This design comes from an exercise in tuning for small area and a short achievable clock period on the open sky130 flow, not from production work.
Function was not checked in any run shown here: the RTL went through the layout flow alone.
Power figures rest on the tool's default switching activity, not on a simulated workload.

## flow/design.v (module list and top-level ports; edited modules follow where they fit)
// module testAdd: 6 lines
// module Add: 6 lines
// module testSub: 6 lines
// module Sub: 6 lines
// module testComp: 8 lines
// module Comp: 24 lines
// module testMux2x1: 7 lines
// module Mux2x1: 12 lines
// module testReg: 7 lines
// module Reg: 11 lines
// module testSHL: 6 lines
// module SHL: 6 lines
// module testSHR: 6 lines
// module SHR: 6 lines
// module CircuitTest: 1164 lines
module CircuitTest (a,b,c,z,x,clk,rst);
  // ...
==> flow/flow/run.sh <==
#!/bin/bash
# Own layout flow: the standard ORFS flow (standard.sh) with two changes:
#  - no Yosys full/half-adder extraction (ADDER_MAP_FILE empty), so ABC maps the
#    hand-written prefix carry logic itself;
#  - the port buffers that buffer_ports inserts on every input and output are
#    sky130_fd_sc_hd__buf_1 instead of the default delay buffer.
# Make's full output goes to flow_make.log here; each ORFS step keeps its own log
# under orfs/logs/.
set -uo pipefail
bash standard.sh ADDER_MAP_FILE= \
  "BUFFER_PORTS_ARGS=-buffer_cell sky130_fd_sc_hd__buf_1" \
  finish > flow_make.log 2>&1
==> flow/standard.sh <==
#!/bin/bash
# synth_recipe.tcl (not shown) runs the flow's synth.tcl, then flattens the netlist and writes it again
# the make line also repeats each setting of config.mk as NAME=value (left out here)
make -C /OpenROAD-flow-scripts/flow DESIGN_CONFIG=/design/flow/config.mk WORK_HOME=/design/flow/orfs CLKGATE_MAP_FILE= SYNTH_SCRIPT=/design/flow/synth_recipe.tcl "${@:-finish}"
==> flow/config.mk <==
export PLATFORM = sky130hd
export DESIGN_NAME = CircuitTest
export DESIGN_NICKNAME = CircuitTest
export VERILOG_FILES = /design/flow/design.v
export SDC_FILE = /design/flow/constraint.sdc
export NUM_CORES = 4
export LEC_CHECK = 0
export ABC_AREA = 1
export CAP_MARGIN = 20
export CORE_MARGIN = 2
export CORE_UTILIZATION = 40
export SETUP_SLACK_MARGIN = 4.5
export SLEW_MARGIN = 20
==> flow/constraint.sdc <==
create_clock -name core_clock -period 7.5 [get_ports {clk}]
set_input_delay 1.5000 -clock core_clock [delete_from_list [all_inputs] [get_ports {clk}]]
set_output_delay 1.5000 -clock core_clock [all_outputs]
set_load 0.01 [all_outputs]
==> results_dict.tcl, run 1 <==
set metrics [dict create \
    clkbuf_count 18 \
    nNonClkBuffers 435 \
    synth_top_cell_area_share 0.330 \
    num_vias 14185 \
    p_sw_frac 0.365 \
    setup_viol 0 \
    synth_nets 2083 \
    place_ws_ns 2.71 \
    fin_setup_tns_ns 0 \
    post-route-cell-area_sq_mm 0.0185 \
    period_minus_slack_ns 3.57 \
    critPathMaxFanout 19 \
    multi_input_cells 1463 \
    rows 62 \
    cts_tree "done" \
    placed_area_sq_mm 0.0134 \
    fin_skew_ns 0.00603 \
    start_util 0.408 \
    design.seq.count 129 \
    synth-adder-area-share 0.00170 \
    fin_ws_ns 3.93 \
    wl_met2_mm 21.7 \
    final_common_cell "nand2_1" \
    clockNetworkAreaShare 0.0342 \
    critPathSlowestCell "nor3_4" \
    gp_congestion 0.908 \
    clk_pin_slew_worst_paths_ns 0.06 \
    synth_top_area_cell "edfxtp_1" \
    cp.depth 19 \
    outcome "timing/DRC/antenna clean" \
    core_sq_mm 0.0288 \
    leakagePower_nw 8.94 \
    io_buffers 257 \
    multi_input_area_sq_mm 0.00884 \
    p_switching_mw 1.20 \
    powerComb_mw 1.34 \
    power.share.clock 0.271 \
    crit_top_cell "nand2_2" \
]
==> inputs of run 2 (changes only) <==
==> flow/design.v (replaced) <==
`timescale 1ns / 1ps
module testAdd(a_1,b_1,sum_1);
	input [63:0] a_1;
	input [63:0] b_1;
	output [63:0] sum_1;
	Add #(.WIDTH(64)) Add_1(a_1,b_1,sum_1);
endmodule
module Add #(parameter WIDTH = 64)(a,b,sum);
input [WIDTH-1:0] a;
input [WIDTH-1:0] b;
output [WIDTH-1:0] sum;
assign{sum} = b + a;
endmodule  
`timescale 1ns / 1ps
module testSub(a_1,b_1,diff_1);
	input [31:0] a_1;
	input [31:0] b_1;
	output [31:0] diff_1;
	Sub #(.WIDTH(32)) Sub_1(a_1,b_1,diff_1);
	endmodule
module Sub #(parameter WIDTH = 32) (a,b,diff);
input [WIDTH - 1: 0] a;
input [WIDTH - 1: 0] b;
output [WIDTH - 1: 0] diff;
	assign{diff} = a - b;
endmodule  
`timescale 1ns / 1ps
module testComp(a_1,b_1,eq_1,lt_1,gt_1);
	input [63:0] a_1;
	input [63:0] b_1;
	output    eq_1;
	output    lt_1;
	output    gt_1;
	Comp #(.WIDTH(64)) Comp_1(a_1,b_1,eq_1,lt_1,gt_1);
endmodule
module Comp #(parameter WIDTH = 64) (a, b, eq, lt, gt);
input [WIDTH - 1:0] a;
input [WIDTH - 1:0] b;
output reg   eq;
output reg   lt;
output reg   gt;
    always @* begin
      if (a<b) begin
        eq = 0;
        lt = 1;
        gt = 0;
      end
      else if (a==b) begin
        eq = 1;
        lt = 0;
        gt = 0;
      end
      else begin
        eq = 0;
        lt = 0;
        gt = 1;
      end
    end
endmodule  
`timescale 1ns / 1ps
module testMux2x1(a_1,b_1,sel_1,d_1);
	input [63:0] a_1;
	input [63:0] b_1;
	input [63:0] sel_1;
	output [63:0] d_1;
	Mux2x1 #(.WIDTH(64)) Mux2x1_1(a_1,b_1,sel_1,d_1);
endmodule
 module Mux2x1 #(parameter WIDTH = 64) (a, b, sel, d);
 input [WIDTH - 1: 0] a; 
 input [WIDTH - 1: 0] b;
 input [WIDTH - 1: 0] sel;
 output [WIDTH - 1: 0] d;
 reg [WIDTH - 1: 0] d;
 always @(a or b or sel)
 if (sel == 1'b0)
 d = a;
 else
 d = b;
 endmodule  
`timescale 1ns / 1ps
module testReg(d_1,Clk,Rst,q_1);
	input Clk;
	input Rst;
	input [31:0] d_1;
	output [31:0] q_1;
	Reg #(.WIDTH(32)) Reg_1(d_1,Clk,Rst,q_1);
endmodule
module Reg #(parameter WIDTH = 32)(d,Clk,Rst,q);
input Clk;
input Rst;
input [WIDTH-1:0] d;
output reg [WIDTH-1:0] q;
 always @(posedge Clk) begin
 if(Rst == 0)begin
 q <= d;
end
end
endmodule  
`timescale 1ns / 1ps
module testSHL(a_1,sh_amt_1,d_1);
	input [1:0] a_1;
	input [1:0] sh_amt_1;
	output [1:0] d_1;
	SHL #(.WIDTH(2)) SHL_1(a_1,sh_amt_1,d_1);
endmodule
module SHL #(parameter WIDTH = 2) (a,sh_amt,d);
input [WIDTH-1 : 0] a;
input [WIDTH-1 : 0] sh_amt;
output [WIDTH-1 : 0] d;
    assign d = {a<<sh_amt};
	endmodule  
`timescale 1ns / 1ps
module testSHR(a_1,sh_amt_1,d_1);
	input [1:0] a_1;
	input [1:0] sh_amt_1;
	output [1:0] d_1;
	SHR #(.WIDTH(2)) SHR_1(a_1,sh_amt_1,d_1);
endmodule
module SHR #(parameter WIDTH = 2) (a,sh_amt,d);
input [WIDTH-1 : 0] a;
input [WIDTH-1 : 0] sh_amt;
output [WIDTH-1 : 0] d;
    assign d = {a>>sh_amt};
	endmodule  
`timescale 1ns / 1ps
module CircuitTest (a,b,c,z,x,clk,rst);
input [63:0] a, b, c;
input clk,rst;
output reg [31:0] z, x;
reg [32:0] greg;
reg [31:0] hreg;
wire n1 = a[0] ^ b[0];
wire n2 = a[1] ^ b[1];
wire n3 = a[2] ^ b[2];
wire n4 = a[3] ^ b[3];
wire n5 = a[4] ^ b[4];
wire n6 = a[5] ^ b[5];
wire n7 = a[6] ^ b[6];
wire n8 = a[7] ^ b[7];
wire n9 = a[8] ^ b[8];
wire n10 = a[9] ^ b[9];
wire n11 = a[10] ^ b[10];
wire n12 = a[11] ^ b[11];
wire n13 = a[12] ^ b[12];
wire n14 = a[13] ^ b[13];
wire n15 = a[14] ^ b[14];
wire n16 = a[15] ^ b[15];
wire n17 = a[16] ^ b[16];
wire n18 = a[17] ^ b[17];
wire n19 = a[18] ^ b[18];
wire n20 = a[19] ^ b[19];
wire n21 = a[20] ^ b[20];
wire n22 = a[21] ^ b[21];
wire n23 = a[22] ^ b[22];
wire n24 = a[23] ^ b[23];
wire n25 = a[24] ^ b[24];
wire n26 = a[25] ^ b[25];
wire n27 = a[26] ^ b[26];
wire n28 = a[27] ^ b[27];
wire n29 = a[28] ^ b[28];
wire n30 = a[29] ^ b[29];
wire n31 = a[30] ^ b[30];
wire n32 = a[31] ^ b[31];
wire n33 = a[32] ^ b[32];
wire n34 = a[0] & b[0];
wire n35 = a[1] & b[1];
wire n36 = a[2] & b[2];
wire n37 = a[3] & b[3];
wire n38 = a[4] & b[4];
wire n39 = a[5] & b[5];
wire n40 = a[6] & b[6];
wire n41 = a[7] & b[7];
wire n42 = a[8] & b[8];
wire n43 = a[9] & b[9];
wire n44 = a[10] & b[10];
wire n45 = a[11] & b[11];
wire n46 = a[12] & b[12];
wire n47 = a[13] & b[13];
wire n48 = a[14] & b[14];
wire n49 = a[15] & b[15];
wire n50 = a[16] & b[16];
wire n51 = a[17] & b[17];
wire n52 = a[18] & b[18];
wire n53 = a[19] & b[19];
wire n54 = a[20] & b[20];
wire n55 = a[21] & b[21];
wire n56 = a[22] & b[22];
wire n57 = a[23] & b[23];
wire n58 = a[24] & b[24];
wire n59 = a[25] & b[25];
wire n60 = a[26] & b[26];
wire n61 = a[27] & b[27];
wire n62 = a[28] & b[28];
wire n63 = a[29] & b[29];
wire n64 = a[30] & b[30];
wire n65 = a[31] & b[31];
wire n66 = a[32] & b[32];
wire n67 = n35 | (n2 & n34);
wire n68 = n2 & n1;
wire n69 = n37 | (n4 & n36);
wire n70 = n4 & n3;
wire n71 = n39 | (n6 & n38);
wire n72 = n6 & n5;
wire n73 = n41 | (n8 & n40);
wire n74 = n8 & n7;
wire n75 = n43 | (n10 & n42);
wire n76 = n10 & n9;
wire n77 = n45 | (n12 & n44);
wire n78 = n12 & n11;
wire n79 = n47 | (n14 & n46);
wire n80 = n14 & n13;
wire n81 = n49 | (n16 & n48);
wire n82 = n16 & n15;
wire n83 = n51 | (n18 & n50);
wire n84 = n18 & n17;
wire n85 = n53 | (n20 & n52);
wire n86 = n20 & n19;
wire n87 = n55 | (n22 & n54);
wire n88 = n22 & n21;
wire n89 = n57 | (n24 & n56);
wire n90 = n24 & n23;
wire n91 = n59 | (n26 & n58);
wire n92 = n26 & n25;
wire n93 = n61 | (n28 & n60);
wire n94 = n28 & n27;
wire n95 = n63 | (n30 & n62);
wire n96 = n30 & n29;
wire n97 = n65 | (n32 & n64);
wire n98 = n32 & n31;
wire n99 = n69 | (n70 & n67);
wire n100 = n70 & n68;
wire n101 = n73 | (n74 & n71);
wire n102 = n74 & n72;
wire n103 = n77 | (n78 & n75);
wire n104 = n78 & n76;
wire n105 = n81 | (n82 & n79);
wire n106 = n82 & n80;
wire n107 = n85 | (n86 & n83);
wire n108 = n86 & n84;
wire n109 = n89 | (n90 & n87);
wire n110 = n90 & n88;
wire n111 = n93 | (n94 & n91);
wire n112 = n94 & n92;
wire n113 = n97 | (n98 & n95);
wire n114 = n98 & n96;
wire n115 = n101 | (n102 & n99);
wire n116 = n102 & n100;
wire n117 = n105 | (n106 & n103);
wire n118 = n106 & n104;
wire n119 = n109 | (n110 & n107);
wire n120 = n110 & n108;
wire n121 = n113 | (n114 & n111);
wire n122 = n114 & n112;
wire n123 = n117 | (n118 & n115);
wire n124 = n118 & n116;
wire n125 = n121 | (n122 & n119);
wire n126 = n122 & n120;
wire n127 = n125 | (n126 & n123);
wire n128 = n126 & n124;
wire n129 = n119 | (n120 & n123);
wire n130 = n120 & n124;
wire n131 = n103 | (n104 & n115);
wire n132 = n104 & n116;
wire n133 = n107 | (n108 & n123);
wire n134 = n108 & n124;
wire n135 = n111 | (n112 & n129);
wire n136 = n112 & n130;
wire n137 = n71 | (n72 & n99);
wire n138 = n72 & n100;
wire n139 = n75 | (n76 & n115);
wire n140 = n76 & n116;
wire n141 = n79 | (n80 & n131);
wire n142 = n80 & n132;
wire n143 = n83 | (n84 & n123);
wire n144 = n84 & n124;
wire n145 = n87 | (n88 & n133);
wire n146 = n88 & n134;
wire n147 = n91 | (n92 & n129);
wire n148 = n92 & n130;
wire n149 = n95 | (n96 & n135);
wire n150 = n96 & n136;
wire n151 = n36 | (n3 & n67);
wire n152 = n3 & n68;
wire n153 = n38 | (n5 & n99);
wire n154 = n5 & n100;
wire n155 = n40 | (n7 & n137);
wire n156 = n7 & n138;
wire n157 = n42 | (n9 & n115);
wire n158 = n9 & n116;
wire n159 = n44 | (n11 & n139);
wire n160 = n11 & n140;
wire n161 = n46 | (n13 & n131);
wire n162 = n13 & n132;
wire n163 = n48 | (n15 & n141);
wire n164 = n15 & n142;
wire n165 = n50 | (n17 & n123);
wire n166 = n17 & n124;
wire n167 = n52 | (n19 & n143);
wire n168 = n19 & n144;
wire n169 = n54 | (n21 & n133);
wire n170 = n21 & n134;
wire n171 = n56 | (n23 & n145);
wire n172 = n23 & n146;
wire n173 = n58 | (n25 & n129);
wire n174 = n25 & n130;
wire n175 = n60 | (n27 & n147);
wire n176 = n27 & n148;
wire n177 = n62 | (n29 & n135);
wire n178 = n29 & n136;
wire n179 = n64 | (n31 & n149);
wire n180 = n31 & n150;
wire n181 = n66 | (n33 & n127);
wire n182 = n33 & n128;
wire n183 = n2 ^ n34;
wire n184 = n3 ^ n67;
wire n185 = n4 ^ n151;
wire n186 = n5 ^ n99;
wire n187 = n6 ^ n153;
wire n188 = n7 ^ n137;
wire n189 = n8 ^ n155;
wire n190 = n9 ^ n115;
wire n191 = n10 ^ n157;
wire n192 = n11 ^ n139;
wire n193 = n12 ^ n159;
wire n194 = n13 ^ n131;
wire n195 = n14 ^ n161;
wire n196 = n15 ^ n141;
wire n197 = n16 ^ n163;
wire n198 = n17 ^ n123;
wire n199 = n18 ^ n165;
wire n200 = n19 ^ n143;
wire n201 = n20 ^ n167;
wire n202 = n21 ^ n133;
wire n203 = n22 ^ n169;
wire n204 = n23 ^ n145;
wire n205 = n24 ^ n171;
wire n206 = n25 ^ n129;
wire n207 = n26 ^ n173;
wire n208 = n27 ^ n147;
wire n209 = n28 ^ n175;
wire n210 = n29 ^ n135;
wire n211 = n30 ^ n177;
wire n212 = n31 ^ n149;
wire n213 = n32 ^ n179;
wire n214 = n33 ^ n127;
wire n215 = a[33] & b[33];
wire n216 = a[33] | b[33];
wire n217 = a[34] & b[34];
wire n218 = a[34] | b[34];
wire n219 = a[35] & b[35];
wire n220 = a[35] | b[35];
wire n221 = a[36] & b[36];
wire n222 = a[36] | b[36];
wire n223 = a[37] & b[37];
wire n224 = a[37] | b[37];
wire n225 = a[38] & b[38];
wire n226 = a[38] | b[38];
wire n227 = a[39] & b[39];
wire n228 = a[39] | b[39];
wire n229 = a[40] & b[40];
wire n230 = a[40] | b[40];
wire n231 = a[41] & b[41];
wire n232 = a[41] | b[41];
wire n233 = a[42] & b[42];
wire n234 = a[42] | b[42];
wire n235 = a[43] & b[43];
wire n236 = a[43] | b[43];
wire n237 = a[44] & b[44];
wire n238 = a[44] | b[44];
wire n239 = a[45] & b[45];
wire n240 = a[45] | b[45];
wire n241 = a[46] & b[46];
wire n242 = a[46] | b[46];
wire n243 = a[47] & b[47];
wire n244 = a[47] | b[47];
wire n245 = a[48] & b[48];
wire n246 = a[48] | b[48];
wire n247 = a[49] & b[49];
wire n248 = a[49] | b[49];
wire n249 = a[50] & b[50];
wire n250 = a[50] | b[50];
wire n251 = a[51] & b[51];
wire n252 = a[51] | b[51];
wire n253 = a[52] & b[52];
wire n254 = a[52] | b[52];
wire n255 = a[53] & b[53];
wire n256 = a[53] | b[53];
wire n257 = a[54] & b[54];
wire n258 = a[54] | b[54];
wire n259 = a[55] & b[55];
wire n260 = a[55] | b[55];
wire n261 = a[56] & b[56];
wire n262 = a[56] | b[56];
wire n263 = a[57] & b[57];
wire n264 = a[57] | b[57];
wire n265 = a[58] & b[58];
wire n266 = a[58] | b[58];
wire n267 = a[59] & b[59];
wire n268 = a[59] | b[59];
wire n269 = a[60] & b[60];
wire n270 = a[60] | b[60];
wire n271 = a[61] & b[61];
wire n272 = a[61] | b[61];
wire n273 = a[62] & b[62];
wire n274 = a[62] | b[62];
wire n275 = a[63] & b[63];
wire n276 = a[63] | b[63];
wire n277 = n217 | (n218 & n215);
wire n278 = n218 & n216;
wire n279 = n221 | (n222 & n219);
wire n280 = n222 & n220;
wire n281 = n225 | (n226 & n223);
wire n282 = n226 & n224;
wire n283 = n229 | (n230 & n227);
wire n284 = n230 & n228;
wire n285 = n233 | (n234 & n231);
wire n286 = n234 & n232;
wire n287 = n237 | (n238 & n235);
wire n288 = n238 & n236;
wire n289 = n241 | (n242 & n239);
wire n290 = n242 & n240;
wire n291 = n245 | (n246 & n243);
wire n292 = n246 & n244;
wire n293 = n249 | (n250 & n247);
wire n294 = n250 & n248;
wire n295 = n253 | (n254 & n251);
wire n296 = n254 & n252;
wire n297 = n257 | (n258 & n255);
wire n298 = n258 & n256;
wire n299 = n261 | (n262 & n259);
wire n300 = n262 & n260;
wire n301 = n265 | (n266 & n263);
wire n302 = n266 & n264;
wire n303 = n269 | (n270 & n267);
wire n304 = n270 & n268;
wire n305 = n273 | (n274 & n271);
wire n306 = n274 & n272;
wire n307 = n279 | (n280 & n277);
wire n308 = n280 & n278;
wire n309 = n283 | (n284 & n281);
wire n310 = n284 & n282;
wire n311 = n287 | (n288 & n285);
wire n312 = n288 & n286;
wire n313 = n291 | (n292 & n289);
wire n314 = n292 & n290;
wire n315 = n295 | (n296 & n293);
wire n316 = n296 & n294;
wire n317 = n299 | (n300 & n297);
wire n318 = n300 & n298;
wire n319 = n303 | (n304 & n301);
wire n320 = n304 & n302;
wire n321 = n275 | (n276 & n305);
wire n322 = n276 & n306;
wire n323 = n309 | (n310 & n307);
wire n324 = n310 & n308;
wire n325 = n313 | (n314 & n311);
wire n326 = n314 & n312;
wire n327 = n317 | (n318 & n315);
wire n328 = n318 & n316;
wire n329 = n321 | (n322 & n319);
wire n330 = n322 & n320;
wire n331 = n325 | (n326 & n323);
wire n332 = n326 & n324;
wire n333 = n329 | (n330 & n327);
wire n334 = n330 & n328;
wire n335 = n333 | (n334 & n331);
wire n336 = n334 & n332;
wire n337 = a[0] & b[0];
wire n338 = a[0] | b[0];
wire n339 = a[1] & b[1];
wire n340 = a[1] | b[1];
wire n341 = a[2] & b[2];
wire n342 = a[2] | b[2];
wire n343 = a[3] & b[3];
wire n344 = a[3] | b[3];
wire n345 = a[4] & b[4];
wire n346 = a[4] | b[4];
wire n347 = a[5] & b[5];
wire n348 = a[5] | b[5];
wire n349 = a[6] & b[6];
wire n350 = a[6] | b[6];
wire n351 = a[7] & b[7];
wire n352 = a[7] | b[7];
wire n353 = a[8] & b[8];
wire n354 = a[8] | b[8];
wire n355 = a[9] & b[9];
wire n356 = a[9] | b[9];
wire n357 = a[10] & b[10];
wire n358 = a[10] | b[10];
wire n359 = a[11] & b[11];
wire n360 = a[11] | b[11];
wire n361 = a[12] & b[12];
wire n362 = a[12] | b[12];
wire n363 = a[13] & b[13];
wire n364 = a[13] | b[13];
wire n365 = a[14] & b[14];
wire n366 = a[14] | b[14];
wire n367 = a[15] & b[15];
wire n368 = a[15] | b[15];
wire n369 = a[16] & b[16];
wire n370 = a[16] | b[16];
wire n371 = a[17] & b[17];
wire n372 = a[17] | b[17];
wire n373 = a[18] & b[18];
wire n374 = a[18] | b[18];
wire n375 = a[19] & b[19];
wire n376 = a[19] | b[19];
wire n377 = a[20] & b[20];
wire n378 = a[20] | b[20];
wire n379 = a[21] & b[21];
wire n380 = a[21] | b[21];
wire n381 = a[22] & b[22];
wire n382 = a[22] | b[22];
wire n383 = a[23] & b[23];
wire n384 = a[23] | b[23];
wire n385 = a[24] & b[24];
wire n386 = a[24] | b[24];
wire n387 = a[25] & b[25];
wire n388 = a[25] | b[25];
wire n389 = a[26] & b[26];
wire n390 = a[26] | b[26];
wire n391 = a[27] & b[27];
wire n392 = a[27] | b[27];
wire n393 = a[28] & b[28];
wire n394 = a[28] | b[28];
wire n395 = a[29] & b[29];
wire n396 = a[29] | b[29];
wire n397 = a[30] & b[30];
wire n398 = a[30] | b[30];
wire n399 = a[31] & b[31];
wire n400 = a[31] | b[31];
wire n401 = a[32] & b[32];
wire n402 = a[32] | b[32];
wire n403 = n339 | (n340 & n337);
wire n404 = n340 & n338;
wire n405 = n343 | (n344 & n341);
wire n406 = n344 & n342;
wire n407 = n347 | (n348 & n345);
wire n408 = n348 & n346;
wire n409 = n351 | (n352 & n349);
wire n410 = n352 & n350;
wire n411 = n355 | (n356 & n353);
wire n412 = n356 & n354;
wire n413 = n359 | (n360 & n357);
wire n414 = n360 & n358;
wire n415 = n363 | (n364 & n361);
wire n416 = n364 & n362;
wire n417 = n367 | (n368 & n365);
wire n418 = n368 & n366;
wire n419 = n371 | (n372 & n369);
wire n420 = n372 & n370;
wire n421 = n375 | (n376 & n373);
wire n422 = n376 & n374;
wire n423 = n379 | (n380 & n377);
wire n424 = n380 & n378;
wire n425 = n383 | (n384 & n381);
wire n426 = n384 & n382;
wire n427 = n387 | (n388 & n385);
wire n428 = n388 & n386;
wire n429 = n391 | (n392 & n389);
wire n430 = n392 & n390;
wire n431 = n395 | (n396 & n393);
wire n432 = n396 & n394;
wire n433 = n399 | (n400 & n397);
wire n434 = n400 & n398;
wire n435 = n405 | (n406 & n403);
wire n436 = n406 & n404;
wire n437 = n409 | (n410 & n407);
wire n438 = n410 & n408;
wire n439 = n413 | (n414 & n411);
wire n440 = n414 & n412;
wire n441 = n417 | (n418 & n415);
wire n442 = n418 & n416;
wire n443 = n421 | (n422 & n419);
wire n444 = n422 & n420;
wire n445 = n425 | (n426 & n423);
wire n446 = n426 & n424;
wire n447 = n429 | (n430 & n427);
wire n448 = n430 & n428;
wire n449 = n433 | (n434 & n431);
wire n450 = n434 & n432;
wire n451 = n437 | (n438 & n435);
wire n452 = n438 & n436;
wire n453 = n441 | (n442 & n439);
wire n454 = n442 & n440;
wire n455 = n445 | (n446 & n443);
wire n456 = n446 & n444;
wire n457 = n449 | (n450 & n447);
wire n458 = n450 & n448;
wire n459 = n453 | (n454 & n451);
wire n460 = n454 & n452;
wire n461 = n457 | (n458 & n455);
wire n462 = n458 & n456;
wire n463 = n461 | (n462 & n459);
wire n464 = n462 & n460;
wire n465 = n401 | (n402 & n463);
wire n466 = n402 & n464;
wire n467 = n335 | (n336 & n465);
wire n468 = a[0] ^ c[0];
wire n469 = a[1] ^ c[1];
wire n470 = a[2] ^ c[2];
wire n471 = a[3] ^ c[3];
wire n472 = a[4] ^ c[4];
wire n473 = a[5] ^ c[5];
wire n474 = a[6] ^ c[6];
wire n475 = a[7] ^ c[7];
wire n476 = a[8] ^ c[8];
wire n477 = a[9] ^ c[9];
wire n478 = a[10] ^ c[10];
wire n479 = a[11] ^ c[11];
wire n480 = a[12] ^ c[12];
wire n481 = a[13] ^ c[13];
wire n482 = a[14] ^ c[14];
wire n483 = a[15] ^ c[15];
wire n484 = a[16] ^ c[16];
wire n485 = a[17] ^ c[17];
wire n486 = a[18] ^ c[18];
wire n487 = a[19] ^ c[19];
wire n488 = a[20] ^ c[20];
wire n489 = a[21] ^ c[21];
wire n490 = a[22] ^ c[22];
wire n491 = a[23] ^ c[23];
wire n492 = a[24] ^ c[24];
wire n493 = a[25] ^ c[25];
wire n494 = a[26] ^ c[26];
wire n495 = a[27] ^ c[27];
wire n496 = a[28] ^ c[28];
wire n497 = a[29] ^ c[29];
wire n498 = a[30] ^ c[30];
wire n499 = a[31] ^ c[31];
wire n500 = a[32] ^ c[32];
wire n501 = a[0] & c[0];
wire n502 = a[1] & c[1];
wire n503 = a[2] & c[2];
wire n504 = a[3] & c[3];
wire n505 = a[4] & c[4];
wire n506 = a[5] & c[5];
wire n507 = a[6] & c[6];
wire n508 = a[7] & c[7];
wire n509 = a[8] & c[8];
wire n510 = a[9] & c[9];
wire n511 = a[10] & c[10];
wire n512 = a[11] & c[11];
wire n513 = a[12] & c[12];
wire n514 = a[13] & c[13];
wire n515 = a[14] & c[14];
wire n516 = a[15] & c[15];
wire n517 = a[16] & c[16];
wire n518 = a[17] & c[17];
wire n519 = a[18] & c[18];
wire n520 = a[19] & c[19];
wire n521 = a[20] & c[20];
wire n522 = a[21] & c[21];
wire n523 = a[22] & c[22];
wire n524 = a[23] & c[23];
wire n525 = a[24] & c[24];
wire n526 = a[25] & c[25];
wire n527 = a[26] & c[26];
wire n528 = a[27] & c[27];
wire n529 = a[28] & c[28];
wire n530 = a[29] & c[29];
wire n531 = a[30] & c[30];
wire n532 = a[31] & c[31];
wire n533 = a[32] & c[32];
wire n534 = n502 | (n469 & n501);
wire n535 = n469 & n468;
wire n536 = n504 | (n471 & n503);
wire n537 = n471 & n470;
wire n538 = n506 | (n473 & n505);
wire n539 = n473 & n472;
wire n540 = n508 | (n475 & n507);
wire n541 = n475 & n474;
wire n542 = n510 | (n477 & n509);
wire n543 = n477 & n476;
wire n544 = n512 | (n479 & n511);
wire n545 = n479 & n478;
wire n546 = n514 | (n481 & n513);
wire n547 = n481 & n480;
wire n548 = n516 | (n483 & n515);
wire n549 = n483 & n482;
wire n550 = n518 | (n485 & n517);
wire n551 = n485 & n484;
wire n552 = n520 | (n487 & n519);
wire n553 = n487 & n486;
wire n554 = n522 | (n489 & n521);
wire n555 = n489 & n488;
wire n556 = n524 | (n491 & n523);
wire n557 = n491 & n490;
wire n558 = n526 | (n493 & n525);
wire n559 = n493 & n492;
wire n560 = n528 | (n495 & n527);
wire n561 = n495 & n494;
wire n562 = n530 | (n497 & n529);
wire n563 = n497 & n496;
wire n564 = n532 | (n499 & n531);
wire n565 = n499 & n498;
wire n566 = n536 | (n537 & n534);
wire n567 = n537 & n535;
wire n568 = n540 | (n541 & n538);
wire n569 = n541 & n539;
wire n570 = n544 | (n545 & n542);
wire n571 = n545 & n543;
wire n572 = n548 | (n549 & n546);
wire n573 = n549 & n547;
wire n574 = n552 | (n553 & n550);
wire n575 = n553 & n551;
wire n576 = n556 | (n557 & n554);
wire n577 = n557 & n555;
wire n578 = n560 | (n561 & n558);
wire n579 = n561 & n559;
wire n580 = n564 | (n565 & n562);
wire n581 = n565 & n563;
wire n582 = n568 | (n569 & n566);
wire n583 = n569 & n567;
wire n584 = n572 | (n573 & n570);
wire n585 = n573 & n571;
wire n586 = n576 | (n577 & n574);
wire n587 = n577 & n575;
wire n588 = n580 | (n581 & n578);
wire n589 = n581 & n579;
wire n590 = n584 | (n585 & n582);
wire n591 = n585 & n583;
wire n592 = n588 | (n589 & n586);
wire n593 = n589 & n587;
wire n594 = n592 | (n593 & n590);
wire n595 = n593 & n591;
wire n596 = n586 | (n587 & n590);
wire n597 = n587 & n591;
wire n598 = n570 | (n571 & n582);
wire n599 = n571 & n583;
wire n600 = n574 | (n575 & n590);
wire n601 = n575 & n591;
wire n602 = n578 | (n579 & n596);
wire n603 = n579 & n597;
wire n604 = n538 | (n539 & n566);
wire n605 = n539 & n567;
wire n606 = n542 | (n543 & n582);
wire n607 = n543 & n583;
wire n608 = n546 | (n547 & n598);
wire n609 = n547 & n599;
wire n610 = n550 | (n551 & n590);
wire n611 = n551 & n591;
wire n612 = n554 | (n555 & n600);
wire n613 = n555 & n601;
wire n614 = n558 | (n559 & n596);
wire n615 = n559 & n597;
wire n616 = n562 | (n563 & n602);
wire n617 = n563 & n603;
wire n618 = n503 | (n470 & n534);
wire n619 = n470 & n535;
wire n620 = n505 | (n472 & n566);
wire n621 = n472 & n567;
wire n622 = n507 | (n474 & n604);
wire n623 = n474 & n605;
wire n624 = n509 | (n476 & n582);
wire n625 = n476 & n583;
wire n626 = n511 | (n478 & n606);
wire n627 = n478 & n607;
wire n628 = n513 | (n480 & n598);
wire n629 = n480 & n599;
wire n630 = n515 | (n482 & n608);
wire n631 = n482 & n609;
wire n632 = n517 | (n484 & n590);
wire n633 = n484 & n591;
wire n634 = n519 | (n486 & n610);
wire n635 = n486 & n611;
wire n636 = n521 | (n488 & n600);
wire n637 = n488 & n601;
wire n638 = n523 | (n490 & n612);
wire n639 = n490 & n613;
wire n640 = n525 | (n492 & n596);
wire n641 = n492 & n597;
wire n642 = n527 | (n494 & n614);
wire n643 = n494 & n615;
wire n644 = n529 | (n496 & n602);
wire n645 = n496 & n603;
wire n646 = n531 | (n498 & n616);
wire n647 = n498 & n617;
wire n648 = n533 | (n500 & n594);
wire n649 = n500 & n595;
wire n650 = n469 ^ n501;
wire n651 = n470 ^ n534;
wire n652 = n471 ^ n618;
wire n653 = n472 ^ n566;
wire n654 = n473 ^ n620;
wire n655 = n474 ^ n604;
wire n656 = n475 ^ n622;
wire n657 = n476 ^ n582;
wire n658 = n477 ^ n624;
wire n659 = n478 ^ n606;
wire n660 = n479 ^ n626;
wire n661 = n480 ^ n598;
wire n662 = n481 ^ n628;
wire n663 = n482 ^ n608;
wire n664 = n483 ^ n630;
wire n665 = n484 ^ n590;
wire n666 = n485 ^ n632;
wire n667 = n486 ^ n610;
wire n668 = n487 ^ n634;
wire n669 = n488 ^ n600;
wire n670 = n489 ^ n636;
wire n671 = n490 ^ n612;
wire n672 = n491 ^ n638;
wire n673 = n492 ^ n596;
wire n674 = n493 ^ n640;
wire n675 = n494 ^ n614;
wire n676 = n495 ^ n642;
wire n677 = n496 ^ n602;
wire n678 = n497 ^ n644;
wire n679 = n498 ^ n616;
wire n680 = n499 ^ n646;
wire n681 = n500 ^ n594;
wire n682 = a[33] & c[33];
wire n683 = a[33] | c[33];
wire n684 = a[34] & c[34];
wire n685 = a[34] | c[34];
wire n686 = a[35] & c[35];
wire n687 = a[35] | c[35];
wire n688 = a[36] & c[36];
wire n689 = a[36] | c[36];
wire n690 = a[37] & c[37];
wire n691 = a[37] | c[37];
wire n692 = a[38] & c[38];
wire n693 = a[38] | c[38];
wire n694 = a[39] & c[39];
wire n695 = a[39] | c[39];
wire n696 = a[40] & c[40];
wire n697 = a[40] | c[40];
wire n698 = a[41] & c[41];
wire n699 = a[41] | c[41];
wire n700 = a[42] & c[42];
wire n701 = a[42] | c[42];
wire n702 = a[43] & c[43];
wire n703 = a[43] | c[43];
wire n704 = a[44] & c[44];
wire n705 = a[44] | c[44];
wire n706 = a[45] & c[45];
wire n707 = a[45] | c[45];
wire n708 = a[46] & c[46];
wire n709 = a[46] | c[46];
wire n710 = a[47] & c[47];
wire n711 = a[47] | c[47];
wire n712 = a[48] & c[48];
wire n713 = a[48] | c[48];
wire n714 = a[49] & c[49];
wire n715 = a[49] | c[49];
wire n716 = a[50] & c[50];
wire n717 = a[50] | c[50];
wire n718 = a[51] & c[51];
wire n719 = a[51] | c[51];
wire n720 = a[52] & c[52];
wire n721 = a[52] | c[52];
wire n722 = a[53] & c[53];
wire n723 = a[53] | c[53];
wire n724 = a[54] & c[54];
wire n725 = a[54] | c[54];
wire n726 = a[55] & c[55];
wire n727 = a[55] | c[55];
wire n728 = a[56] & c[56];
wire n729 = a[56] | c[56];
wire n730 = a[57] & c[57];
wire n731 = a[57] | c[57];
wire n732 = a[58] & c[58];
wire n733 = a[58] | c[58];
wire n734 = a[59] & c[59];
wire n735 = a[59] | c[59];
wire n736 = a[60] & c[60];
wire n737 = a[60] | c[60];
wire n738 = a[61] & c[61];
wire n739 = a[61] | c[61];
wire n740 = a[62] & c[62];
wire n741 = a[62] | c[62];
wire n742 = a[63] & c[63];
wire n743 = a[63] | c[63];
wire n744 = n684 | (n685 & n682);
wire n745 = n685 & n683;
wire n746 = n688 | (n689 & n686);
wire n747 = n689 & n687;
wire n748 = n692 | (n693 & n690);
wire n749 = n693 & n691;
wire n750 = n696 | (n697 & n694);
wire n751 = n697 & n695;
wire n752 = n700 | (n701 & n698);
wire n753 = n701 & n699;
wire n754 = n704 | (n705 & n702);
wire n755 = n705 & n703;
wire n756 = n708 | (n709 & n706);
wire n757 = n709 & n707;
wire n758 = n712 | (n713 & n710);
wire n759 = n713 & n711;
wire n760 = n716 | (n717 & n714);
wire n761 = n717 & n715;
wire n762 = n720 | (n721 & n718);
wire n763 = n721 & n719;
wire n764 = n724 | (n725 & n722);
wire n765 = n725 & n723;
wire n766 = n728 | (n729 & n726);
wire n767 = n729 & n727;
wire n768 = n732 | (n733 & n730);
wire n769 = n733 & n731;
wire n770 = n736 | (n737 & n734);
wire n771 = n737 & n735;
wire n772 = n740 | (n741 & n738);
wire n773 = n741 & n739;
wire n774 = n746 | (n747 & n744);
wire n775 = n747 & n745;
wire n776 = n750 | (n751 & n748);
wire n777 = n751 & n749;
wire n778 = n754 | (n755 & n752);
wire n779 = n755 & n753;
wire n780 = n758 | (n759 & n756);
wire n781 = n759 & n757;
wire n782 = n762 | (n763 & n760);
wire n783 = n763 & n761;
wire n784 = n766 | (n767 & n764);
wire n785 = n767 & n765;
wire n786 = n770 | (n771 & n768);
wire n787 = n771 & n769;
wire n788 = n742 | (n743 & n772);
wire n789 = n743 & n773;
wire n790 = n776 | (n777 & n774);
wire n791 = n777 & n775;
wire n792 = n780 | (n781 & n778);
wire n793 = n781 & n779;
wire n794 = n784 | (n785 & n782);
wire n795 = n785 & n783;
wire n796 = n788 | (n789 & n786);
wire n797 = n789 & n787;
wire n798 = n792 | (n793 & n790);
wire n799 = n793 & n791;
wire n800 = n796 | (n797 & n794);
wire n801 = n797 & n795;
wire n802 = n800 | (n801 & n798);
wire n803 = n801 & n799;
wire n804 = a[0] & c[0];
wire n805 = a[0] | c[0];
wire n806 = a[1] & c[1];
wire n807 = a[1] | c[1];
wire n808 = a[2] & c[2];
wire n809 = a[2] | c[2];
wire n810 = a[3] & c[3];
wire n811 = a[3] | c[3];
wire n812 = a[4] & c[4];
wire n813 = a[4] | c[4];
wire n814 = a[5] & c[5];
wire n815 = a[5] | c[5];
wire n816 = a[6] & c[6];
wire n817 = a[6] | c[6];
wire n818 = a[7] & c[7];
wire n819 = a[7] | c[7];
wire n820 = a[8] & c[8];
wire n821 = a[8] | c[8];
wire n822 = a[9] & c[9];
wire n823 = a[9] | c[9];
wire n824 = a[10] & c[10];
wire n825 = a[10] | c[10];
wire n826 = a[11] & c[11];
wire n827 = a[11] | c[11];
wire n828 = a[12] & c[12];
wire n829 = a[12] | c[12];
wire n830 = a[13] & c[13];
wire n831 = a[13] | c[13];
wire n832 = a[14] & c[14];
wire n833 = a[14] | c[14];
wire n834 = a[15] & c[15];
wire n835 = a[15] | c[15];
wire n836 = a[16] & c[16];
wire n837 = a[16] | c[16];
wire n838 = a[17] & c[17];
wire n839 = a[17] | c[17];
wire n840 = a[18] & c[18];
wire n841 = a[18] | c[18];
wire n842 = a[19] & c[19];
wire n843 = a[19] | c[19];
wire n844 = a[20] & c[20];
wire n845 = a[20] | c[20];
wire n846 = a[21] & c[21];
wire n847 = a[21] | c[21];
wire n848 = a[22] & c[22];
wire n849 = a[22] | c[22];
wire n850 = a[23] & c[23];
wire n851 = a[23] | c[23];
wire n852 = a[24] & c[24];
wire n853 = a[24] | c[24];
wire n854 = a[25] & c[25];
wire n855 = a[25] | c[25];
wire n856 = a[26] & c[26];
wire n857 = a[26] | c[26];
wire n858 = a[27] & c[27];
wire n859 = a[27] | c[27];
wire n860 = a[28] & c[28];
wire n861 = a[28] | c[28];
wire n862 = a[29] & c[29];
wire n863 = a[29] | c[29];
wire n864 = a[30] & c[30];
wire n865 = a[30] | c[30];
wire n866 = a[31] & c[31];
wire n867 = a[31] | c[31];
wire n868 = a[32] & c[32];
wire n869 = a[32] | c[32];
wire n870 = n806 | (n807 & n804);
wire n871 = n807 & n805;
wire n872 = n810 | (n811 & n808);
wire n873 = n811 & n809;
wire n874 = n814 | (n815 & n812);
wire n875 = n815 & n813;
wire n876 = n818 | (n819 & n816);
wire n877 = n819 & n817;
wire n878 = n822 | (n823 & n820);
wire n879 = n823 & n821;
wire n880 = n826 | (n827 & n824);
wire n881 = n827 & n825;
wire n882 = n830 | (n831 & n828);
wire n883 = n831 & n829;
wire n884 = n834 | (n835 & n832);
wire n885 = n835 & n833;
wire n886 = n838 | (n839 & n836);
wire n887 = n839 & n837;
wire n888 = n842 | (n843 & n840);
wire n889 = n843 & n841;
wire n890 = n846 | (n847 & n844);
wire n891 = n847 & n845;
wire n892 = n850 | (n851 & n848);
wire n893 = n851 & n849;
wire n894 = n854 | (n855 & n852);
wire n895 = n855 & n853;
wire n896 = n858 | (n859 & n856);
wire n897 = n859 & n857;
wire n898 = n862 | (n863 & n860);
wire n899 = n863 & n861;
wire n900 = n866 | (n867 & n864);
wire n901 = n867 & n865;
wire n902 = n872 | (n873 & n870);
wire n903 = n873 & n871;
wire n904 = n876 | (n877 & n874);
wire n905 = n877 & n875;
wire n906 = n880 | (n881 & n878);
wire n907 = n881 & n879;
wire n908 = n884 | (n885 & n882);
wire n909 = n885 & n883;
wire n910 = n888 | (n889 & n886);
wire n911 = n889 & n887;
wire n912 = n892 | (n893 & n890);
wire n913 = n893 & n891;
wire n914 = n896 | (n897 & n894);
wire n915 = n897 & n895;
wire n916 = n900 | (n901 & n898);
wire n917 = n901 & n899;
wire n918 = n904 | (n905 & n902);
wire n919 = n905 & n903;
wire n920 = n908 | (n909 & n906);
wire n921 = n909 & n907;
wire n922 = n912 | (n913 & n910);
wire n923 = n913 & n911;
wire n924 = n916 | (n917 & n914);
wire n925 = n917 & n915;
wire n926 = n920 | (n921 & n918);
wire n927 = n921 & n919;
wire n928 = n924 | (n925 & n922);
wire n929 = n925 & n923;
wire n930 = n928 | (n929 & n926);
wire n931 = n929 & n927;
wire n932 = n868 | (n869 & n930);
wire n933 = n869 & n931;
wire n934 = n802 | (n803 & n932);
wire n935 = ~b[0] & c[0];
wire n936 = ~(b[0] ^ c[0]);
wire n937 = ~b[1] & c[1];
wire n938 = ~(b[1] ^ c[1]);
wire n939 = ~b[2] & c[2];
wire n940 = ~(b[2] ^ c[2]);
wire n941 = ~b[3] & c[3];
wire n942 = ~(b[3] ^ c[3]);
wire n943 = ~b[4] & c[4];
wire n944 = ~(b[4] ^ c[4]);
wire n945 = ~b[5] & c[5];
wire n946 = ~(b[5] ^ c[5]);
wire n947 = ~b[6] & c[6];
wire n948 = ~(b[6] ^ c[6]);
wire n949 = ~b[7] & c[7];
wire n950 = ~(b[7] ^ c[7]);
wire n951 = ~b[8] & c[8];
wire n952 = ~(b[8] ^ c[8]);
wire n953 = ~b[9] & c[9];
wire n954 = ~(b[9] ^ c[9]);
wire n955 = ~b[10] & c[10];
wire n956 = ~(b[10] ^ c[10]);
wire n957 = ~b[11] & c[11];
wire n958 = ~(b[11] ^ c[11]);
wire n959 = ~b[12] & c[12];
wire n960 = ~(b[12] ^ c[12]);
wire n961 = ~b[13] & c[13];
wire n962 = ~(b[13] ^ c[13]);
wire n963 = ~b[14] & c[14];
wire n964 = ~(b[14] ^ c[14]);
wire n965 = ~b[15] & c[15];
wire n966 = ~(b[15] ^ c[15]);
wire n967 = ~b[16] & c[16];
wire n968 = ~(b[16] ^ c[16]);
wire n969 = ~b[17] & c[17];
wire n970 = ~(b[17] ^ c[17]);
wire n971 = ~b[18] & c[18];
wire n972 = ~(b[18] ^ c[18]);
wire n973 = ~b[19] & c[19];
wire n974 = ~(b[19] ^ c[19]);
wire n975 = ~b[20] & c[20];
wire n976 = ~(b[20] ^ c[20]);
wire n977 = ~b[21] & c[21];
wire n978 = ~(b[21] ^ c[21]);
wire n979 = ~b[22] & c[22];
wire n980 = ~(b[22] ^ c[22]);
wire n981 = ~b[23] & c[23];
wire n982 = ~(b[23] ^ c[23]);
wire n983 = ~b[24] & c[24];
wire n984 = ~(b[24] ^ c[24]);
wire n985 = ~b[25] & c[25];
wire n986 = ~(b[25] ^ c[25]);
wire n987 = ~b[26] & c[26];
wire n988 = ~(b[26] ^ c[26]);
wire n989 = ~b[27] & c[27];
wire n990 = ~(b[27] ^ c[27]);
wire n991 = ~b[28] & c[28];
wire n992 = ~(b[28] ^ c[28]);
wire n993 = ~b[29] & c[29];
wire n994 = ~(b[29] ^ c[29]);
wire n995 = ~b[30] & c[30];
wire n996 = ~(b[30] ^ c[30]);
wire n997 = ~b[31] & c[31];
wire n998 = ~(b[31] ^ c[31]);
wire n999 = ~b[32] & c[32];
wire n1000 = ~(b[32] ^ c[32]);
wire n1001 = ~b[33] & c[33];
wire n1002 = ~(b[33] ^ c[33]);
wire n1003 = ~b[34] & c[34];
wire n1004 = ~(b[34] ^ c[34]);
wire n1005 = ~b[35] & c[35];
wire n1006 = ~(b[35] ^ c[35]);
wire n1007 = ~b[36] & c[36];
wire n1008 = ~(b[36] ^ c[36]);
wire n1009 = ~b[37] & c[37];
wire n1010 = ~(b[37] ^ c[37]);
wire n1011 = ~b[38] & c[38];
wire n1012 = ~(b[38] ^ c[38]);
wire n1013 = ~b[39] & c[39];
wire n1014 = ~(b[39] ^ c[39]);
wire n1015 = ~b[40] & c[40];
wire n1016 = ~(b[40] ^ c[40]);
wire n1017 = ~b[41] & c[41];
wire n1018 = ~(b[41] ^ c[41]);
wire n1019 = ~b[42] & c[42];
wire n1020 = ~(b[42] ^ c[42]);
wire n1021 = ~b[43] & c[43];
wire n1022 = ~(b[43] ^ c[43]);
wire n1023 = ~b[44] & c[44];
wire n1024 = ~(b[44] ^ c[44]);
wire n1025 = ~b[45] & c[45];
wire n1026 = ~(b[45] ^ c[45]);
wire n1027 = ~b[46] & c[46];
wire n1028 = ~(b[46] ^ c[46]);
wire n1029 = ~b[47] & c[47];
wire n1030 = ~(b[47] ^ c[47]);
wire n1031 = ~b[48] & c[48];
wire n1032 = ~(b[48] ^ c[48]);
wire n1033 = ~b[49] & c[49];
wire n1034 = ~(b[49] ^ c[49]);
wire n1035 = ~b[50] & c[50];
wire n1036 = ~(b[50] ^ c[50]);
wire n1037 = ~b[51] & c[51];
wire n1038 = ~(b[51] ^ c[51]);
wire n1039 = ~b[52] & c[52];
wire n1040 = ~(b[52] ^ c[52]);
wire n1041 = ~b[53] & c[53];
wire n1042 = ~(b[53] ^ c[53]);
wire n1043 = ~b[54] & c[54];
wire n1044 = ~(b[54] ^ c[54]);
wire n1045 = ~b[55] & c[55];
wire n1046 = ~(b[55] ^ c[55]);
wire n1047 = ~b[56] & c[56];
wire n1048 = ~(b[56] ^ c[56]);
wire n1049 = ~b[57] & c[57];
wire n1050 = ~(b[57] ^ c[57]);
wire n1051 = ~b[58] & c[58];
wire n1052 = ~(b[58] ^ c[58]);
wire n1053 = ~b[59] & c[59];
wire n1054 = ~(b[59] ^ c[59]);
wire n1055 = ~b[60] & c[60];
wire n1056 = ~(b[60] ^ c[60]);
wire n1057 = ~b[61] & c[61];
wire n1058 = ~(b[61] ^ c[61]);
wire n1059 = ~b[62] & c[62];
wire n1060 = ~(b[62] ^ c[62]);
wire n1061 = ~b[63] & c[63];
wire n1062 = ~(b[63] ^ c[63]);
wire n1063 = n937 | (n938 & n935);
wire n1064 = n938 & n936;
wire n1065 = n941 | (n942 & n939);
wire n1066 = n942 & n940;
wire n1067 = n945 | (n946 & n943);
wire n1068 = n946 & n944;
wire n1069 = n949 | (n950 & n947);
wire n1070 = n950 & n948;
wire n1071 = n953 | (n954 & n951);
wire n1072 = n954 & n952;
wire n1073 = n957 | (n958 & n955);
wire n1074 = n958 & n956;
wire n1075 = n961 | (n962 & n959);
wire n1076 = n962 & n960;
wire n1077 = n965 | (n966 & n963);
wire n1078 = n966 & n964;
wire n1079 = n969 | (n970 & n967);
wire n1080 = n970 & n968;
wire n1081 = n973 | (n974 & n971);
wire n1082 = n974 & n972;
wire n1083 = n977 | (n978 & n975);
wire n1084 = n978 & n976;
wire n1085 = n981 | (n982 & n979);
wire n1086 = n982 & n980;
wire n1087 = n985 | (n986 & n983);
wire n1088 = n986 & n984;
wire n1089 = n989 | (n990 & n987);
wire n1090 = n990 & n988;
wire n1091 = n993 | (n994 & n991);
wire n1092 = n994 & n992;
wire n1093 = n997 | (n998 & n995);
wire n1094 = n998 & n996;
wire n1095 = n1001 | (n1002 & n999);
wire n1096 = n1002 & n1000;
wire n1097 = n1005 | (n1006 & n1003);
wire n1098 = n1006 & n1004;
wire n1099 = n1009 | (n1010 & n1007);
wire n1100 = n1010 & n1008;
wire n1101 = n1013 | (n1014 & n1011);
wire n1102 = n1014 & n1012;
wire n1103 = n1017 | (n1018 & n1015);
wire n1104 = n1018 & n1016;
wire n1105 = n1021 | (n1022 & n1019);
wire n1106 = n1022 & n1020;
wire n1107 = n1025 | (n1026 & n1023);
wire n1108 = n1026 & n1024;
wire n1109 = n1029 | (n1030 & n1027);
wire n1110 = n1030 & n1028;
wire n1111 = n1033 | (n1034 & n1031);
wire n1112 = n1034 & n1032;
wire n1113 = n1037 | (n1038 & n1035);
wire n1114 = n1038 & n1036;
wire n1115 = n1041 | (n1042 & n1039);
wire n1116 = n1042 & n1040;
wire n1117 = n1045 | (n1046 & n1043);
wire n1118 = n1046 & n1044;
wire n1119 = n1049 | (n1050 & n1047);
wire n1120 = n1050 & n1048;
wire n1121 = n1053 | (n1054 & n1051);
wire n1122 = n1054 & n1052;
wire n1123 = n1057 | (n1058 & n1055);
wire n1124 = n1058 & n1056;
wire n1125 = n1061 | (n1062 & n1059);
wire n1126 = n1062 & n1060;
wire n1127 = n1065 | (n1066 & n1063);
wire n1128 = n1066 & n1064;
wire n1129 = n1069 | (n1070 & n1067);
wire n1130 = n1070 & n1068;
wire n1131 = n1073 | (n1074 & n1071);
wire n1132 = n1074 & n1072;
wire n1133 = n1077 | (n1078 & n1075);
wire n1134 = n1078 & n1076;
wire n1135 = n1081 | (n1082 & n1079);
wire n1136 = n1082 & n1080;
wire n1137 = n1085 | (n1086 & n1083);
wire n1138 = n1086 & n1084;
wire n1139 = n1089 | (n1090 & n1087);
wire n1140 = n1090 & n1088;
wire n1141 = n1093 | (n1094 & n1091);
wire n1142 = n1094 & n1092;
wire n1143 = n1097 | (n1098 & n1095);
wire n1144 = n1098 & n1096;
wire n1145 = n1101 | (n1102 & n1099);
wire n1146 = n1102 & n1100;
wire n1147 = n1105 | (n1106 & n1103);
wire n1148 = n1106 & n1104;
wire n1149 = n1109 | (n1110 & n1107);
wire n1150 = n1110 & n1108;
wire n1151 = n1113 | (n1114 & n1111);
wire n1152 = n1114 & n1112;
wire n1153 = n1117 | (n1118 & n1115);
wire n1154 = n1118 & n1116;
wire n1155 = n1121 | (n1122 & n1119);
wire n1156 = n1122 & n1120;
wire n1157 = n1125 | (n1126 & n1123);
wire n1158 = n1126 & n1124;
wire n1159 = n1129 | (n1130 & n1127);
wire n1160 = n1130 & n1128;
wire n1161 = n1133 | (n1134 & n1131);
wire n1162 = n1134 & n1132;
wire n1163 = n1137 | (n1138 & n1135);
wire n1164 = n1138 & n1136;
wire n1165 = n1141 | (n1142 & n1139);
wire n1166 = n1142 & n1140;
wire n1167 = n1145 | (n1146 & n1143);
wire n1168 = n1146 & n1144;
wire n1169 = n1149 | (n1150 & n1147);
wire n1170 = n1150 & n1148;
wire n1171 = n1153 | (n1154 & n1151);
wire n1172 = n1154 & n1152;
wire n1173 = n1157 | (n1158 & n1155);
wire n1174 = n1158 & n1156;
wire n1175 = n1161 | (n1162 & n1159);
wire n1176 = n1162 & n1160;
wire n1177 = n1165 | (n1166 & n1163);
wire n1178 = n1166 & n1164;
wire n1179 = n1169 | (n1170 & n1167);
wire n1180 = n1170 & n1168;
wire n1181 = n1173 | (n1174 & n1171);
wire n1182 = n1174 & n1172;
wire n1183 = n1177 | (n1178 & n1175);
wire n1184 = n1178 & n1176;
wire n1185 = n1181 | (n1182 & n1179);
wire n1186 = n1182 & n1180;
wire n1187 = n1185 | (n1186 & n1183);
wire n1188 = n1186 & n1184;
wire n1189 = a[0] ^ ~b[0];
wire n1190 = a[1] ^ ~b[1];
wire n1191 = a[2] ^ ~b[2];
wire n1192 = a[3] ^ ~b[3];
wire n1193 = a[4] ^ ~b[4];
wire n1194 = a[5] ^ ~b[5];
wire n1195 = a[6] ^ ~b[6];
wire n1196 = a[7] ^ ~b[7];
wire n1197 = a[8] ^ ~b[8];
wire n1198 = a[9] ^ ~b[9];
wire n1199 = a[10] ^ ~b[10];
wire n1200 = a[11] ^ ~b[11];
wire n1201 = a[12] ^ ~b[12];
wire n1202 = a[13] ^ ~b[13];
wire n1203 = a[14] ^ ~b[14];
wire n1204 = a[15] ^ ~b[15];
wire n1205 = a[16] ^ ~b[16];
wire n1206 = a[17] ^ ~b[17];
wire n1207 = a[18] ^ ~b[18];
wire n1208 = a[19] ^ ~b[19];
wire n1209 = a[20] ^ ~b[20];
wire n1210 = a[21] ^ ~b[21];
wire n1211 = a[22] ^ ~b[22];
wire n1212 = a[23] ^ ~b[23];
wire n1213 = a[24] ^ ~b[24];
wire n1214 = a[25] ^ ~b[25];
wire n1215 = a[26] ^ ~b[26];
wire n1216 = a[27] ^ ~b[27];
wire n1217 = a[28] ^ ~b[28];
wire n1218 = a[29] ^ ~b[29];
wire n1219 = a[30] ^ ~b[30];
wire n1220 = a[31] ^ ~b[31];
wire n1221 = a[0] & ~b[0];
wire n1222 = a[1] & ~b[1];
wire n1223 = a[2] & ~b[2];
wire n1224 = a[3] & ~b[3];
wire n1225 = a[4] & ~b[4];
wire n1226 = a[5] & ~b[5];
wire n1227 = a[6] & ~b[6];
wire n1228 = a[7] & ~b[7];
wire n1229 = a[8] & ~b[8];
wire n1230 = a[9] & ~b[9];
wire n1231 = a[10] & ~b[10];
wire n1232 = a[11] & ~b[11];
wire n1233 = a[12] & ~b[12];
wire n1234 = a[13] & ~b[13];
wire n1235 = a[14] & ~b[14];
wire n1236 = a[15] & ~b[15];
wire n1237 = a[16] & ~b[16];
wire n1238 = a[17] & ~b[17];
wire n1239 = a[18] & ~b[18];
wire n1240 = a[19] & ~b[19];
wire n1241 = a[20] & ~b[20];
wire n1242 = a[21] & ~b[21];
wire n1243 = a[22] & ~b[22];
wire n1244 = a[23] & ~b[23];
wire n1245 = a[24] & ~b[24];
wire n1246 = a[25] & ~b[25];
wire n1247 = a[26] & ~b[26];
wire n1248 = a[27] & ~b[27];
wire n1249 = a[28] & ~b[28];
wire n1250 = a[29] & ~b[29];
wire n1251 = a[30] & ~b[30];
wire n1252 = a[31] & ~b[31];
wire n1253 = n1221 | n1189;
wire n1254 = n1222 | (n1190 & n1253);
wire n1255 = n1190 & n1189;
wire n1256 = n1224 | (n1192 & n1223);
wire n1257 = n1192 & n1191;
wire n1258 = n1226 | (n1194 & n1225);
wire n1259 = n1194 & n1193;
wire n1260 = n1228 | (n1196 & n1227);
wire n1261 = n1196 & n1195;
wire n1262 = n1230 | (n1198 & n1229);
wire n1263 = n1198 & n1197;
wire n1264 = n1232 | (n1200 & n1231);
wire n1265 = n1200 & n1199;
wire n1266 = n1234 | (n1202 & n1233);
wire n1267 = n1202 & n1201;
wire n1268 = n1236 | (n1204 & n1235);
wire n1269 = n1204 & n1203;
wire n1270 = n1238 | (n1206 & n1237);
wire n1271 = n1206 & n1205;
wire n1272 = n1240 | (n1208 & n1239);
wire n1273 = n1208 & n1207;
wire n1274 = n1242 | (n1210 & n1241);
wire n1275 = n1210 & n1209;
wire n1276 = n1244 | (n1212 & n1243);
wire n1277 = n1212 & n1211;
wire n1278 = n1246 | (n1214 & n1245);
wire n1279 = n1214 & n1213;
wire n1280 = n1248 | (n1216 & n1247);
wire n1281 = n1216 & n1215;
wire n1282 = n1250 | (n1218 & n1249);
wire n1283 = n1218 & n1217;
wire n1284 = n1252 | (n1220 & n1251);
wire n1285 = n1220 & n1219;
wire n1286 = n1256 | (n1257 & n1254);
wire n1287 = n1257 & n1255;
wire n1288 = n1260 | (n1261 & n1258);
wire n1289 = n1261 & n1259;
wire n1290 = n1264 | (n1265 & n1262);
wire n1291 = n1265 & n1263;
wire n1292 = n1268 | (n1269 & n1266);
wire n1293 = n1269 & n1267;
wire n1294 = n1272 | (n1273 & n1270);
wire n1295 = n1273 & n1271;
wire n1296 = n1276 | (n1277 & n1274);
wire n1297 = n1277 & n1275;
wire n1298 = n1280 | (n1281 & n1278);
wire n1299 = n1281 & n1279;
wire n1300 = n1284 | (n1285 & n1282);
wire n1301 = n1285 & n1283;
wire n1302 = n1288 | (n1289 & n1286);
wire n1303 = n1289 & n1287;
wire n1304 = n1292 | (n1293 & n1290);
wire n1305 = n1293 & n1291;
wire n1306 = n1296 | (n1297 & n1294);
wire n1307 = n1297 & n1295;
wire n1308 = n1300 | (n1301 & n1298);
wire n1309 = n1301 & n1299;
wire n1310 = n1304 | (n1305 & n1302);
wire n1311 = n1305 & n1303;
wire n1312 = n1308 | (n1309 & n1306);
wire n1313 = n1309 & n1307;
wire n1314 = n1312 | (n1313 & n1310);
wire n1315 = n1313 & n1311;
wire n1316 = n1306 | (n1307 & n1310);
wire n1317 = n1307 & n1311;
wire n1318 = n1290 | (n1291 & n1302);
wire n1319 = n1291 & n1303;
wire n1320 = n1294 | (n1295 & n1310);
wire n1321 = n1295 & n1311;
wire n1322 = n1298 | (n1299 & n1316);
wire n1323 = n1299 & n1317;
wire n1324 = n1258 | (n1259 & n1286);
wire n1325 = n1259 & n1287;
wire n1326 = n1262 | (n1263 & n1302);
wire n1327 = n1263 & n1303;
wire n1328 = n1266 | (n1267 & n1318);
wire n1329 = n1267 & n1319;
wire n1330 = n1270 | (n1271 & n1310);
wire n1331 = n1271 & n1311;
wire n1332 = n1274 | (n1275 & n1320);
wire n1333 = n1275 & n1321;
wire n1334 = n1278 | (n1279 & n1316);
wire n1335 = n1279 & n1317;
wire n1336 = n1282 | (n1283 & n1322);
wire n1337 = n1283 & n1323;
wire n1338 = n1223 | (n1191 & n1254);
wire n1339 = n1191 & n1255;
wire n1340 = n1225 | (n1193 & n1286);
wire n1341 = n1193 & n1287;
wire n1342 = n1227 | (n1195 & n1324);
wire n1343 = n1195 & n1325;
wire n1344 = n1229 | (n1197 & n1302);
wire n1345 = n1197 & n1303;
wire n1346 = n1231 | (n1199 & n1326);
wire n1347 = n1199 & n1327;
wire n1348 = n1233 | (n1201 & n1318);
wire n1349 = n1201 & n1319;
wire n1350 = n1235 | (n1203 & n1328);
wire n1351 = n1203 & n1329;
wire n1352 = n1237 | (n1205 & n1310);
wire n1353 = n1205 & n1311;
wire n1354 = n1239 | (n1207 & n1330);
wire n1355 = n1207 & n1331;
wire n1356 = n1241 | (n1209 & n1320);
wire n1357 = n1209 & n1321;
wire n1358 = n1243 | (n1211 & n1332);
wire n1359 = n1211 & n1333;
wire n1360 = n1245 | (n1213 & n1316);
wire n1361 = n1213 & n1317;
wire n1362 = n1247 | (n1215 & n1334);
wire n1363 = n1215 & n1335;
wire n1364 = n1249 | (n1217 & n1322);
wire n1365 = n1217 & n1323;
wire n1366 = n1251 | (n1219 & n1336);
wire n1367 = n1219 & n1337;
wire n1368 = ~n1189;
wire n1369 = n1190 ^ n1253;
wire n1370 = n1191 ^ n1254;
wire n1371 = n1192 ^ n1338;
wire n1372 = n1193 ^ n1286;
wire n1373 = n1194 ^ n1340;
wire n1374 = n1195 ^ n1324;
wire n1375 = n1196 ^ n1342;
wire n1376 = n1197 ^ n1302;
wire n1377 = n1198 ^ n1344;
wire n1378 = n1199 ^ n1326;
wire n1379 = n1200 ^ n1346;
wire n1380 = n1201 ^ n1318;
wire n1381 = n1202 ^ n1348;
wire n1382 = n1203 ^ n1328;
wire n1383 = n1204 ^ n1350;
wire n1384 = n1205 ^ n1310;
wire n1385 = n1206 ^ n1352;
wire n1386 = n1207 ^ n1330;
wire n1387 = n1208 ^ n1354;
wire n1388 = n1209 ^ n1320;
wire n1389 = n1210 ^ n1356;
wire n1390 = n1211 ^ n1332;
wire n1391 = n1212 ^ n1358;
wire n1392 = n1213 ^ n1316;
wire n1393 = n1214 ^ n1360;
wire n1394 = n1215 ^ n1334;
wire n1395 = n1216 ^ n1362;
wire n1396 = n1217 ^ n1322;
wire n1397 = n1218 ^ n1364;
wire n1398 = n1219 ^ n1336;
wire n1399 = n1220 ^ n1366;
wire [32:0] dlo = {n214,n213,n212,n211,n210,n209,n208,n207,n206,n205,n204,n203,n202,n201,n200,n199,n198,n197,n196,n195,n194,n193,n192,n191,n190,n189,n188,n187,n186,n185,n184,n183,n1};
wire [32:0] elo = {n681,n680,n679,n678,n677,n676,n675,n674,n673,n672,n671,n670,n669,n668,n667,n666,n665,n664,n663,n662,n661,n660,n659,n658,n657,n656,n655,n654,n653,n652,n651,n650,n468};
wire cd = n467;
wire ce = n934;
wire dEQe = n1188;
wire bLTc = n1187;
wire dLTe = (cd ^ ce) ? cd : bLTc;
wire [32:0] g = dLTe ? elo : dlo;
wire [31:0] f = {n1399,n1398,n1397,n1396,n1395,n1394,n1393,n1392,n1391,n1390,n1389,n1388,n1387,n1386,n1385,n1384,n1383,n1382,n1381,n1380,n1379,n1378,n1377,n1376,n1375,n1374,n1373,n1372,n1371,n1370,n1369,n1368};
wire [31:0] h = dLTe ? elo[31:0] : (dEQe ? f : dlo[31:0]);
always @(posedge clk) begin
  if (!rst) begin
    greg <= g;
    hreg <= h;
    x <= dLTe ? {hreg[30:0], 1'b0} : hreg;
    z <= dEQe ? greg[32:1] : greg[31:0];
  end
end
endmodule
==> flow/config.mk (replaced) <==
export PLATFORM = sky130hd
export DESIGN_NAME = CircuitTest
export DESIGN_NICKNAME = CircuitTest
export VERILOG_FILES = /design/flow/design.v
export SDC_FILE = /design/flow/constraint.sdc
export NUM_CORES = 4
export LEC_CHECK = 0
export ABC_AREA = 1
export CAP_MARGIN = 20
export CORE_MARGIN = 2
export CORE_UTILIZATION = 40
export SETUP_SLACK_MARGIN = 4
export SLEW_MARGIN = 20
==> run 2 against run 1 <==
  * Critical path type unchanged
  * Critical path depth did not move
  * Combinational power decreased by 25%
  * Critical endpoint is now greg[16]
  * Register-to-register slack barely moved
  * Still clean
  * Core utilization down 14 points
  * Hold slack got worse by 0.023 ns
==> results_dict.tcl, run 2 <==
set metrics [dict create \
    outcome "timing/DRC/antenna clean" \
    rows 63 \
    insertion_delay_ns 0.43 \
    cap_viol_max_count 0 \
    syn_avg_cell_area_sq_um 6.12 \
    place_ws_ns 2.89 \
    dr.pass1.iters 7 \
    final_cell_mix "nand2_1 (695), inv_1 (261), nor2_1 (202), buf_1 (198), edfxtp_1 (128)" \
    peakVddDrop_mv 0.138 \
    syn_area_sq_mm 0.0119 \
    final_common_cell "nand2_1" \
    period_minus_slack_ns 3.41 \
    critPathMaxFanout 31 \
    path_class "input pin to flop" \
    largest_reg_flops 33 \
    synth-main-ff-cell "edfxtp_1" \
    vias_per_cell 4.98 \
    rsz0062_at_grt "true" \
    nets 2423 \
    clk_pin_slew_worst_paths_ns 0.06 \
    synth_nets 2146 \
    clock.fmax_ghz 0.293 \
    cp.required_ns 7.67 \
    num_vias 13154 \
    synth_top_area_cell "edfxtp_1" \
    leakagePower_nw 7.43 \
    slew_viol_final 0 \
    globalRouteMet3Util 0.0419 \
    ys_seq_elements 128 \
    cts-hold-fix-buffers 0 \
    clockBufferDepth 2 \
    gp_congestion 0.921 \
    io_buffers 257 \
    fin_setup_tns_ns 0 \
    p_total_mw 2.82 \
    grt_max_degree 83 \
    met2_usage 0.384 \
    drtIter0Drc 865 \
    power.density_mw_per_mm2 189 \
    busiest_layer "met2" \
    core_sq_mm 0.0295 \
    area_growth_pct 24.9 \
    postSynthCellCount 1952 \
    r2r_end "x[1]" \
    worstSetupStartpointType "input pin" \
    dp_hpwl_mm 28.4 \
    htreeDepth 4 \
    arrival_ns 3.58 \
    cts_buffers 17 \
    start_util 0.405 \
    overflow 0 \
    synth.distinct_cells 44 \
    fin_skew_ns 0.00990 \
    ys_async_sr_fraction 0 \
    track_usage 0.231 \
    r2r_slack_ns 6.57 \
    antenna_found_initial 8 \
    drive_above_1_share 0.132 \
    dp_cells 2575 \
    endpoint "greg[16]" \
    die_area_sq_mm 0.0312 \
    relSlewSlack 0.270 \
    post-route-drc-count 0 \
    synth_top_cell_area_share 0.322 \
    pin_count 258 \
    hold_viol 0 \
    setup_viol 0 \
    cts_root_buffer "clkbuf_16" \
    cts_tree "done" \
    fin_ws_ns 4.09 \
    drt_wl_total_mm 38.2 \
]
[run 2: cells by family (layout without fill, tap and decap cells)]
kind of cell,after synthesis,in the layout,synth area share
DFF,128,128,0.322
other,0,8,0
and+or+nand+nor,1164,1164,0.396
AOI/OAI and AO/OA,284,284,0.130
buffers and inverters,307,596,0.101
xor gates and xnor gates,69,69,0.0506
[run 2: per-layer routing]
metal	routed length, um	share of wire
met5	0	0
met3	2100	0.055
met4	1020	0.027
met1	16900	0.44
met2	18300	0.48
[run 2: worst max-delay path, stage by stage]
cell	delay (ns)
clkbuf_4	0.15
inv_1	0.05
nand2_2	0.11
nand2_4	0.08
o21ai_4	0.18
nand2_2	0.08
nand2_4	0.12
nand2_2	0.07
nand2_4	0.11
nand4_2	0.13
nand2_1	0.09
nand2_1	0.08
nand2_1	0.07
nand2_1	0.06
nand2_2	0.11
nand2_8	0.11
buf_16	0.20
inv_16	0.15
o21ai_0	0.12
[run 2: final cells by class]
cell class / count / area (sq um)
multi-input combinational: 1517 / 7430
fill: 3109 / 14600
antenna: 8 / 20.0
sequential: 128 / 3840
clock buffer: 17 / 425
timing repair buffer: 283 / 1420
tap: 390 / 488
inverter: 278 / 1090
clock inverter: 14 / 133
timing repair inverter: 4 / 56.3
[run 2: worst min path at each step]
| stage | startpoint | end | slack, ns | cells after the start |
|---|---|---|---|---|
| after floorplan | greg[32] | z[31] | 0.49 | 2 |
| after global placement | hreg[18] | x[19] | 0.53 | 2 |
| after detailed placement | hreg[31] | x[31] | 0.52 | 2 |
| after CTS | hreg[31] | x[31] | 0.54 | 2 |
| after global routing | hreg[6] | x[7] | 0.56 | 2 |
| final | hreg[6] | x[7] | 0.54 | 2 |
[run 2: power by group]
group	internal, mW	switching (mW)	leakage, nW	total [mW]
sequential	0.977	0.0572	1.26	1.03
combinational	0.355	0.645	5.90	1.00
clock	0.459	0.332	0.272	0.790
[run 2: what timing repair did]
item / 4_1_cts / 5_1_grt
gates resized for setup: 42 / 211
pin swaps: 0 / 32
setup buffers: 0 / 16
hold endpoints to repair: 0 / 0
cloned: 2 / 7
endpoints found under the setup margin: 104 / 118
[run 2: metrics by stage]
| stage | instance area [sq um] | hold slack [ns] |
|---|---|---|
| 6_report | 14900 | 0.537 |
| 5_1_grt | 14900 | 0.563 |
| 4_1_cts | 14000 | 0.542 |
| 3_5_place_dp | 13300 | 0.523 |
| 3_3_place_gp | 13300 | 0.526 |
| 2_1_floorplan | 11900 | 0.487 |

[re-timing with driven ports]
In the flow no input, the clock included, has a driving cell. The finished layouts below were timed again as built, in two steps.
Step 1, drivers: a clkbuf_16 drives clk and a buf_2 each remaining input, both assumed.
Step 2, shift: input delay + t, output delay - t, t = (earliest + latest rising clock arrival at the registers) / 2. This alone moves slack from input paths to output paths.
a / b / c = no drivers / after step 1 / after step 2; a / b = the first two.
run	t, ns	setup slack, ns	worst hold slack (ns)
run 1	0.464	3.931 / 3.954 / 3.491	0.560 / 0.560 / 0.560
run 2	0.475	4.090 / 4.112 / 3.637	0.537 / 0.537 / 0.537
After both steps every run listed still meets setup and hold. For run 2, which loses most, drivers alone change the setup slack by +0.022 ns; drivers and shift together by -0.453 ns.
